What follows belongs to an exercise in optimizing a design on an open flow for small area, a short achievable clock period and few clock cycles; a production flow would make more cautious choices. Function was checked by simulation only, so behaviour that the tests miss may differ from the original.

`flow/design.v`:
```
module exgcd_recursion #(
	parameter WIDTH = 16
) (
	input 	clk,     
	input 	rst_n,   
	input	[WIDTH-1:0] data_a,
	input 	[WIDTH-1:0] data_b,
	input	valid_in,
	output 	[WIDTH-1:0] gcd,
	output  [WIDTH-1:0] inv,
	output  reg valid_out
);
localparam M  = 3;                       
localparam KW = 3;                       
function [WIDTH:0] add16;
	input [WIDTH-1:0] a;
	input [WIDTH-1:0] b;
	input             cin;
	reg   [WIDTH-1:0] g, p, G, P;
	integer n, l;
	begin
		p = a ^ b;
		g = a & b;
		g[0] = g[0] | (p[0] & cin);
		G = g; P = p;
		for (l = 1; l < WIDTH; l = l * 2)
			for (n = 2 * l - 1; n < WIDTH; n = n + 2 * l) begin
				G[n] = G[n] | (P[n] & G[n-l]);
				P[n] = P[n] & P[n-l];
			end
		for (l = WIDTH / 4; l >= 1; l = l / 2)
			for (n = 3 * l - 1; n < WIDTH; n = n + 2 * l) begin
				G[n] = G[n] | (P[n] & G[n-l]);
				P[n] = P[n] & P[n-l];
			end
		add16 = {G[WIDTH-1], p ^ {G[WIDTH-2:0], cin}};
	end
endfunction
reg             run;
reg [WIDTH-1:0] R;       
reg [WIDTH-1:0] B;       
reg [WIDTH-1:0] S0;      
reg [WIDTH-1:0] SS;      
reg [KW-1:0]    k;
assign gcd = R;
assign inv = S0;
wire bzero = (B == {WIDTH{1'b0}});
wire kzero = (k == {KW{1'b0}});
wire [WIDTH:0] upd = add16({{M{1'b0}}, R[WIDTH-1:M]}, ~{{M{1'b0}}, B[WIDTH-M-1:0]}, 1'b1);
wire up = ~bzero && (B[WIDTH-1:WIDTH-M] == {M{1'b0}}) && upd[WIDTH];
reg [WIDTH-1:0] therm;
integer t;
always @(*) begin
	for (t = 0; t < WIDTH; t = t + 1)
		therm[t] = (t >= k * M);
end
wire [WIDTH-1:0] SSm = SS & therm;    
wire [WIDTH-1:0] rem [0:M];
wire [M-1:0]     qb;
wire [WIDTH-1:0] sop [0:M-1];    
assign rem[M] = R;
genvar i;
generate
	for (i = M - 1; i >= 0; i = i - 1) begin : stage
		wire [WIDTH:0] dd = add16(rem[i+1] >> i, ~({{i{1'b0}}, B[WIDTH-1-i:0]}), 1'b1);
		wire [WIDTH-i:0] d = {~dd[WIDTH], dd[WIDTH-i-1:0]};
		wire hi0 = (i == 0) ? 1'b1 : (B[WIDTH-1:WIDTH-1-i+1] == 0);
		assign qb[i] = hi0 & ~d[WIDTH-i] & ~up;
		if (i == 0) begin : n0
			assign rem[i] = qb[i] ? d[WIDTH-1:0] : rem[i+1];
		end else begin : ni
			assign rem[i] = qb[i] ? {d[WIDTH-i-1:0], rem[i+1][i-1:0]} : rem[i+1];
		end
		assign sop[i] = (SSm << i) & {WIDTH{qb[i]}};
	end
endgenerate
wire [WIDTH-1:0] n2 = ~sop[2], n1 = ~sop[1], n0 = ~sop[0];
wire [WIDTH-1:0] cs1_s = S0 ^ n2 ^ n1;
wire [WIDTH-1:0] cs1_c = {(S0[WIDTH-2:0] & n2[WIDTH-2:0]) | (S0[WIDTH-2:0] & n1[WIDTH-2:0]) |
                          (n2[WIDTH-2:0] & n1[WIDTH-2:0]), 1'b1};
wire [WIDTH-1:0] cs2_s = cs1_s ^ cs1_c ^ n0;
wire [WIDTH-1:0] cs2_c = {(cs1_s[WIDTH-2:0] & cs1_c[WIDTH-2:0]) | (cs1_s[WIDTH-2:0] & n0[WIDTH-2:0]) |
                          (cs1_c[WIDTH-2:0] & n0[WIDTH-2:0]), 1'b1};
wire [WIDTH:0] sadd = add16(cs2_s, cs2_c, 1'b1);
wire [WIDTH-1:0] snew = sadd[WIDTH-1:0];
wire swap   = run & ~up & kzero & ~bzero;
wire remz   = (rem[0] == {WIDTH{1'b0}});
wire done   = run & (bzero | (swap & remz));
always @(posedge clk or negedge rst_n) begin
	if (~rst_n) begin
		run <= 1'b0;
		valid_out <= 1'b0;
	end else begin
		run <= run ? ~done : valid_in;
		valid_out <= done;
	end
end
always @(posedge clk) begin
	if (~run) begin
		R  <= data_a;
		B  <= data_b;
		S0 <= {{(WIDTH-1){1'b0}}, 1'b1};
		SS <= {WIDTH{1'b0}};
		k  <= {KW{1'b0}};
	end else if (swap) begin
		R  <= B;
		B  <= rem[0];
		S0 <= SS;
		SS <= snew;
		k  <= {KW{1'b0}};
	end else begin
		R  <= rem[0];
		S0 <= snew;
		if (up) begin
			B  <= B << M;
			SS <= (SS << M) | (SS >> (WIDTH - M));
			k  <= k + 1'b1;
		end else begin
			B  <= B >> M;
			SS <= (SS >> M) | (SS << (WIDTH - M));
			k  <= k - 1'b1;
		end
	end
end
endmodule
```
`flow/flow/run.sh`:
```
#!/bin/bash
set -euo pipefail
args=()
while IFS= read -r line; do
	[[ -z "$line" || "$line" == \#* ]] && continue
	args+=("$line")
done < flow/extra.txt
bash standard.sh "${args[@]}" finish > standard_flow.log 2>&1
```
`flow/flow/extra.txt`:
```
SETUP_SLACK_MARGIN=39.3
BUFFER_PORTS_ARGS=-buffer_cell sky130_fd_sc_hd__buf_2
```
`flow/standard.sh`:
```
#!/bin/bash
# synth_recipe.tcl (not shown) runs the flow's synth.tcl, then flattens the netlist and writes it again
# the make line also repeats each setting of config.mk as NAME=value (left out here)
make -C /OpenROAD-flow-scripts/flow DESIGN_CONFIG=/design/flow/config.mk WORK_HOME=/design/flow/orfs CLKGATE_MAP_FILE= SYNTH_SCRIPT=/design/flow/synth_recipe.tcl "${@:-finish}"
```
`flow/config.mk`:
```
export PLATFORM = sky130hd
export DESIGN_NAME = exgcd_recursion
export DESIGN_NICKNAME = exgcd_recursion
export VERILOG_FILES = /design/flow/design.v
export SDC_FILE = /design/flow/constraint.sdc
export NUM_CORES = 4
export LEC_CHECK = 0
export ABC_AREA = 1
export CAP_MARGIN = 20
export CORE_MARGIN = 2
export CORE_UTILIZATION = 65
export CTS_BUF_LIST = sky130_fd_sc_hd__clkbuf_8
export CTS_CLUSTER_DIAMETER = 100
export CTS_CLUSTER_SIZE = 40
export SLEW_MARGIN = 20
```
`flow/constraint.sdc`:
```
create_clock -name core_clock -period 50.0 [get_ports {clk}]
set_input_delay 10.0000 -clock core_clock [delete_from_list [all_inputs] [get_ports {clk}]]
set_output_delay 10.0000 -clock core_clock [all_outputs]
set_load 0.01 [all_outputs]
```
==> impl_results.md, run 1 <==
* Post-synth EDFFs at 0
* Maximum number of pins on one net before global-route repair at 65
* Mux contribution to synthesized area at 0%
* Top delay family on crit path: flip-flops
* Critical path cell sequence: buf_2
* Placer Congestion at 0.9268
* Vias per cell at 5.684
* Mapped cell area at 7492 um^2
* FFs w/ async S/R, synth at 2.899%
* Arr. time, crit path at 0.86 ns
* Core area at 11320 um^2
* Clk root buf: clkbuf_8
* Critical path capture point type: output port
* First-pass GRT wire length at 34400 um
* Cell variety after synth at 49
* Share of cells above drive strength 1 at 19.76%
* Ys Warns at 1
* Worst path max stage delay at 0.36 ns
* Setup violators final at 0
* Antenna Violating Nets Remaining at 0
* Vias in the first global route at 7229
* Iteration-0 DRC Markers at 375
* Area share of the largest cell type after synthesis at 17.90%
* Final Cycle Share at 21.72%
* Simple-gate share of the synthesized area at 24.65%
* Worst hold path type: reg2reg
* Tot GR Track Use at 34.50%
* Tightest Pin Transition at 1.108 ns
* Status: complete, no violations
* Layout area overhead at 14.01%
* Fin crit period at 10.86 ns
* HPWL after detailed placement at 14870 um
* Setup TNS at 0 ns
* # IOs at 68
* Router iterations before antenna repair at 5
* Die span in y at 111.4 um
* Port-buffer cells at 67
* Top post-synthesis cells by area: dfxtp_1 (18%), fa_1 (15%), ha_1 (13%)
* Syn Nets at 1189
* Htree depth at 3
* CTS tree: done
* WHS at 0.4680 ns
* Overflow left after global routing at 0
* Nets at 1264
* Antenna Cells at 0
* Final Core Density at 75.45%
* Drt drc at 0
* Register bit total from synthesis at 69
* CP startpoint kind: flop
* Max cap viols at 0
* Mean cell area of the mapped netlist at 7.360 um^2
* Synth Area in XOR/XNOR at 3.858%
* Crit-path slowest cell: dfrtp_1
* Fmax at 92.09 MHz
* Clock Sinks at 69
* Routed WL at 20440 um
* Clock transition at path regs at 0.09 ns
* Main combinational cell family by area after synthesis: adder cells
* Rows at 39
* CTS buffer count at 9
* Via count of the routed design at 7054
* Primary FF master, synth: dfxtp_1
* Unrepaired setup endpoints after global routing: yes
* Critical path type: reg2out
* Clock insertion delay at the later pin of the skew report at 0.38 ns
* Crit path max fanout at 1
* Clock Path Buffers at 2
* Average wire per cell in the routed design at 16.47 um
* Synth Area in Adders at 28.42%
* Fillers at 952
* Area leader, netlist: dfxtp_1
* Die area at 12400 um^2
* Horiz. Die Dim at 111.4 um
* Post-Syn Instances at 1018
* Req. time, crit path at 40.00 ns
* Initial antenna violation count at 0
* Buffers & Inverters on Critical Path at 1
* Post-synthesis compound-gate area fraction at 13.83%
* Register area share after synthesis at 18.57%
* Slew HR at 25.96%
* Layout Skew at 0.009788 ns
* Final Max Slew Viols at 0
* Final hold vios at 0
* Starting density of the core at 66.18%
==> logic make-up after synthesis <==
group / after synthesis
xor+xnor: 33
compound gates: 168
fa+ha+maj: 136
simple gates: 410
buf+inv: 202
flops: 69
==> synthesized netlist by cell type (4+ instances only) <==
| cell | n |
|---|---|
| a211oi_1 | 6 |
| a21o_1 | 9 |
| a21oi_1 | 42 |
| a31oi_1 | 13 |
| and2_1 | 6 |
| buf_1 | 5 |
| buf_2 | 11 |
| clkbuf_1 | 17 |
| dfxtp_1 | 67 |
| fa_1 | 57 |
| ha_1 | 79 |
| inv_1 | 153 |
| inv_2 | 12 |
| nand2_1 | 213 |
| nand2_2 | 18 |
| nand3_1 | 57 |
| nand3_2 | 11 |
| nor2_1 | 72 |
| nor2_2 | 5 |
| o211ai_1 | 8 |
| o21ai_0 | 46 |
| o21ai_1 | 5 |
| o21ai_2 | 4 |
| o221ai_1 | 10 |
| o22ai_1 | 12 |
| or2_1 | 4 |
| or2_2 | 8 |
| xnor2_1 | 15 |
| xor2_1 | 18 |
==> final timing paths <==
| check | start | slack, ns | depth (start not counted) | to |
|---|---|---|---|---|
| max | valid_out | 39.14 | 1 | valid_out |
| max in group asynchronous | rst_n | 40.48 | 1 | valid_out |
| min reg2reg | SS[9] | 0.47 | 2 | SS[12] |
| min | SS[9] | 0.47 | 2 | SS[12] |
| min in group asynchronous | rst_n | 9.40 | 1 | run |
| max reg2reg | B[4] | 40.15 | 53 | S0[15] |
==> registers in the layout, indices dropped and copies added, names as in the netlist <==
| signal | flops |
|---|---|
| B | 16 |
| R | 16 |
| S0 | 16 |
| SS | 16 |
| k | 3 |
| run | 1 |
| valid_out | 1 |
==> layout make-up <==
| type | count | area (um^2) | share of cell area, % |
|---|---|---|---|
| inverter | 166 | 633.1 | 7.412 |
| sequential | 69 | 1446 | 16.93 |
| tap | 143 | 178.9 | 2.095 |
| clock buffer | 9 | 123.9 | 1.450 |
| multi-input combinational | 747 | 5324 | 62.33 |
| timing repair buffer | 100 | 783.3 | 9.169 |
| clock inverter | 7 | 52.55 | 0.6152 |
==> per-stage QoR <==
step	setup WS, ns	std cells	area (um^2)
2_1_floorplan	39.56	1018	7492
3_3_place_gp	39.42	1196	7865
3_5_place_dp	39.41	1196	7865
4_1_cts	39.12	1237	8478
5_1_grt	39.11	1241	8542
6_report	39.14	1241	8542
==> metal layers <==
layer | track usage, % | up-vias | wire, um | share of wire, %
li1 | - | 3428 | - | -
met1 | 41.78 | 3329 | 8182 | 40
met2 | 60.93 | 238 | 10370 | 51
met3 | 3.593 | 59 | 1041 | 5.1
met4 | 17.78 | 0 | 845 | 4.1
met5 | 0 | - | 0 | 0
==> what timing repair did <==
| action | 4_1_cts | 5_1_grt |
|---|---|---|
| pin swaps | 0 | 0 |
| hold buffers | 0 | 0 |
| gates resized for setup | 70 | 7 |
| cloned | 0 | 0 |
| setup endpoints to repair | 33 | 41 |
| buffers inserted | 25 | 4 |
==> worst register-to-register path: cells and delay by family, from the launching register on <==
| kind | cells | cell delay, ns |
|---|---|---|
| simple gates | 29 | 3.75 |
| compound gates | 11 | 2.26 |
| fa+ha+maj | 6 | 2.18 |
| flops | 1 | 0.56 |
| xor+xnor | 3 | 0.51 |
| buf+inv | 4 | 0.45 |
==> cell usage in the layout (no fill, tap or decap), types with 6 or more instances in the layout <==
master,Yosys,routed
inv_2,12,11
a31oi_1,13,13
o22ai_1,12,12
dfxtp_2,0,26
and2_1,6,6
nor2_1,72,72
dfxtp_1,67,35
dfxtp_4,0,6
o21ai_0,46,46
clkbuf_8,0,9
o211ai_1,8,8
ha_1,79,79
nand2_1,213,213
a21oi_1,42,42
nand3_2,11,11
o221ai_1,10,10
buf_6,3,32
buf_4,0,33
a211oi_1,6,6
nand2_2,18,17
inv_1,153,153
xnor2_1,15,15
a21o_1,9,9
fa_1,57,57
nand3_1,57,57
or2_2,8,8
xor2_1,18,18
buf_2,11,35
Testbench counts, summed over its fixed seeds: cycles 106,906.
==> inputs of run 2 (changes only) <==
==> flow/flow/extra.txt (replaced) <==
SETUP_SLACK_MARGIN=39.1
BUFFER_PORTS_ARGS=-buffer_cell sky130_fd_sc_hd__buf_2
--- a/flow/config.mk
+++ b/flow/config.mk
@@ -9,7 +9,7 @@
 export CAP_MARGIN = 20
 export CORE_MARGIN = 2
 export CORE_UTILIZATION = 65
-export CTS_BUF_LIST = sky130_fd_sc_hd__clkbuf_8
-export CTS_CLUSTER_DIAMETER = 100
-export CTS_CLUSTER_SIZE = 40
+export CTS_BUF_LIST = sky130_fd_sc_hd__clkbuf_16
+export CTS_CLUSTER_DIAMETER = 500
+export CTS_CLUSTER_SIZE = 100
 export SLEW_MARGIN = 20
==> run 2 against run 1 <==
  * Still clean
  * Fmax decreased by 0.34%
  * Final area is 4.2% lower
  * First-iteration DRC count increased by 22%
  * Register-to-register slack got worse by 0.17 ns
  * Area after synthesis unchanged
  * Critical path depth did not move
  * Non-clock buffer count fell by 29
  * Flip-flop and latch count stayed put
  * Utilization fell by 3.2 points
  * Wire length shrank 1.7%
==> impl_results.md, run 2 <==
* Horiz. Die Dim at 111.4 um (unchanged)
* Area leader, netlist: dfxtp_1
* Via count of the routed design at 6930 (-1.8%)
* Maximum number of pins on one net before global-route repair at 65 (unchanged)
* Vias in the first global route at 7022 (-2.9%)
* Req. time, crit path at 40.00 ns (about the same)
* Initial antenna violation count at 0 (unchanged)
* Crit path max fanout at 5 (+4)
* Tightest Pin Transition at 1.150 ns (+0.04258 ns)
* Antenna Cells at 0 (unchanged)
* Primary FF master, synth: dfxtp_1
* CTS tree: done
* Critical path cell sequence: buf_2
* Vias per cell at 5.718 (+0.59%)
* CP startpoint kind: flop
* Fin worst setup slack at 39.10 ns (-0.03730 ns)
* Critical path capture point type: output port
* Hold Path Stages at 2 (unchanged)
* Routing usage on met3 at 3.756% (+0.16 points)
* Arr. time, crit path at 0.90 ns (+0.04 ns)
* Port-buffer cells at 67 (unchanged)
* Layout Skew at 0.008285 ns (-0.001503 ns)
* CTS Hold Bufs at 0 (unchanged)
* Max cap viols at 0 (unchanged)
* Routed WL at 20090 um (-1.7%)
* Rows at 39 (unchanged)
* Router iterations before antenna repair at 7 (+2)
* Starting density of the core at 66.18% (unchanged)
* Fmax at 91.78 MHz (-0.34%)
* # IOs at 68 (unchanged)
* Clock Sinks at 69 (unchanged)
* Setup TNS at 0 ns (unchanged)
* Fin crit period at 10.90 ns (+0.03730 ns)
* Mean cell area of the mapped netlist at 7.360 um^2 (unchanged)
* Worst Min Path Start: SS[9]
* Hold Path End: SS[12]
* Placer Congestion at 0.9268 (unchanged)
* Share of cells above drive strength 1 at 15.72% (-4.0 points)
* Worst hold path type: reg2reg
* Ys Warns at 1 (unchanged)
* Dpl ws at 39.41 ns (unchanged)
* First-pass GRT wire length at 33620 um (-2.3%)
* Met1 Use GR at 41.23% (-0.55 points)
* Final Cycle Share at 21.79% (+0.075 points)
* GR Util met2 at 59.11% (-1.8 points)
* Iteration-0 DRC Markers at 457 (+22%)
* Final hold vios at 0 (unchanged)
* Count leader, synth: nand2_1
* Buffers & Inverters on Critical Path at 1 (unchanged)
* Core area at 11320 um^2 (unchanged)
* Clock insertion delay at the later pin of the skew report at 0.36 ns (-0.02 ns)
* Slew HR at 23.12% (-2.8 points)
* Die area at 12400 um^2 (unchanged)
* Register area share after synthesis at 18.57% (unchanged)
* FFs w/ async S/R, synth at 2.899% (unchanged)
* Post-Syn Instances at 1018 (unchanged)
* Post-synth EDFFs at 0 (unchanged)
* Antenna Violating Nets Remaining at 0 (unchanged)
* Unrepaired setup endpoints after global routing: no
* Tot GR Track Use at 33.97% (-0.53 points)
* Drt drc at 0 (unchanged)
* Top delay family on crit path: flip-flops
* Top Usage Layer GRT: met2
* Setup violators final at 0 (unchanged)
* CTS resizes at 8 (-89%)
* Register bit total from synthesis at 69 (unchanged)
* Nets at 1235 (-2.3%)
* Critical path type: reg2out
* FF-to-FF Start: B[4]
* Top post-synthesis cells by area: dfxtp_1 (18%), fa_1 (15%), ha_1 (13%)
* Commonest non-fill, non-tap cells in the layout: nand2_1 (213), inv_1 (153), ha_1 (79)
* Fillers at 996 (+4.6%)
* Clock transition at path regs at 0.06 ns (-0.03 ns)
* Setup Buffers After CTS at 0 (-100%)
* Syn Nets at 1189 (unchanged)
* Area share of the largest cell type after synthesis at 17.90% (unchanged)
* Average wire per cell in the routed design at 16.57 um (+0.64%)
* Mapped cell area at 7492 um^2 (unchanged)
* R2R depth at 55 (+3.8%)
* R2R Setup Slk at 39.98 ns (-0.17 ns)
* Overflow left after global routing at 0 (unchanged)
* Clock Path Buffers at 2 (unchanged)
* Status: complete, no violations
* Reg-to-reg endpoint: S0[15]
* Most instantiated cells after synthesis: nand2_1 (213), inv_1 (153), ha_1 (79), nor2_1 (72), dfxtp_1 (67)
* Most common cell after layout, fill and taps aside: nand2_1
* Htree depth at 3 (unchanged)
* Final Max Slew Viols at 0 (unchanged)
* Crit-path slowest cell: dfxtp_2
* Clk root buf: clkbuf_16
* Cell variety after synth at 49 (unchanged)
* HPWL after detailed placement at 14870 um (unchanged)
* CTS buffer count at 9 (unchanged)
* Die span in y at 111.4 um (unchanged)
* Layout area overhead at 9.202%
* Worst path max stage delay at 0.39 ns (+0.03 ns)
-- run 2: cell type report --
cell class / instances / area (um^2) / share of cell area, %
clock inverter: 7 / 52.55 / 0.6423
clock buffer: 9 / 225.2 / 2.753
timing repair buffer: 71 / 365.4 / 4.466
sequential: 69 / 1414 / 17.28
tap: 143 / 178.9 / 2.187
multi-input combinational: 747 / 5315 / 64.96
inverter: 166 / 630.6 / 7.708
-- run 2: worst max-delay path by stage --
stage          startpoint  endpoint  depth (start not counted)
3_5_place_dp         R[8]    gcd[8]                          1
3_3_place_gp        R[12]   gcd[12]                          1
5_1_grt              R[8]    gcd[8]                          1
4_1_cts             R[13]   gcd[13]                          1
2_1_floorplan       R[12]   gcd[12]                          0
6_report             R[8]    gcd[8]                          1
-- run 2: metrics by stage --
step	area (um^2)	hold slack, ns	util [%]	std cells
final	8182	0.4656	72.27	1212
after global routing	8182	0.5098	72.27	1212
after CTS	8153	0.4633	72.02	1212
after detailed placement	7865	0.4546	69.47	1196
after global placement	7865	0.4563	69.47	1196
after floorplan	7492	0.4437	-	1018
-- run 2: cell families (layout without fill, tap and decap cells) --
group,after synthesis,after routing,share of synthesized area [%]
adder cells (fa/ha/maj),136,136,28.42
AND/OR/NAND/NOR,410,410,24.65
flip-flops,69,69,18.57
AO/OA/AOI/OAI,168,168,13.83
XOR/XNOR,33,33,3.858
buffers and inverters,202,253,10.67
-- run 2: layer usage --
| layer | vias up | part of all wire [%] |
|---|---|---|
| met5 | - | 0 |
| met2 | 231 | 50 |
| li1 | 3367 | - |
| met4 | 0 | 4.2 |
| met1 | 3278 | 40 |
| met3 | 54 | 5.4 |

[re-timing with driven ports]
How much do the figures lean on ideal ports? The routed layouts below were timed once more, with nothing changed but the port constraints.
Step 1 assumes that a clkbuf_16 drives the clock port and a buf_2 every other input.
Step 2, shift: input delay + t, output delay - t, t = (earliest + latest rising clock arrival at the registers) / 2. This alone moves slack from input paths to output paths.
a / b / c = ideal ports / drivers / drivers and shift; a / b = the first two.
| run | t (ns) | setup slack, ns | worst data-port slew with drivers (ns) |
|---|---|---|---|
| run 1 | 0.410 | 39.141 / 39.105 / 39.515 | 0.03 |
| run 2 | 0.401 | 39.104 / 39.061 / 39.461 | 0.03 |
After both steps setup and hold are still met in every run listed.
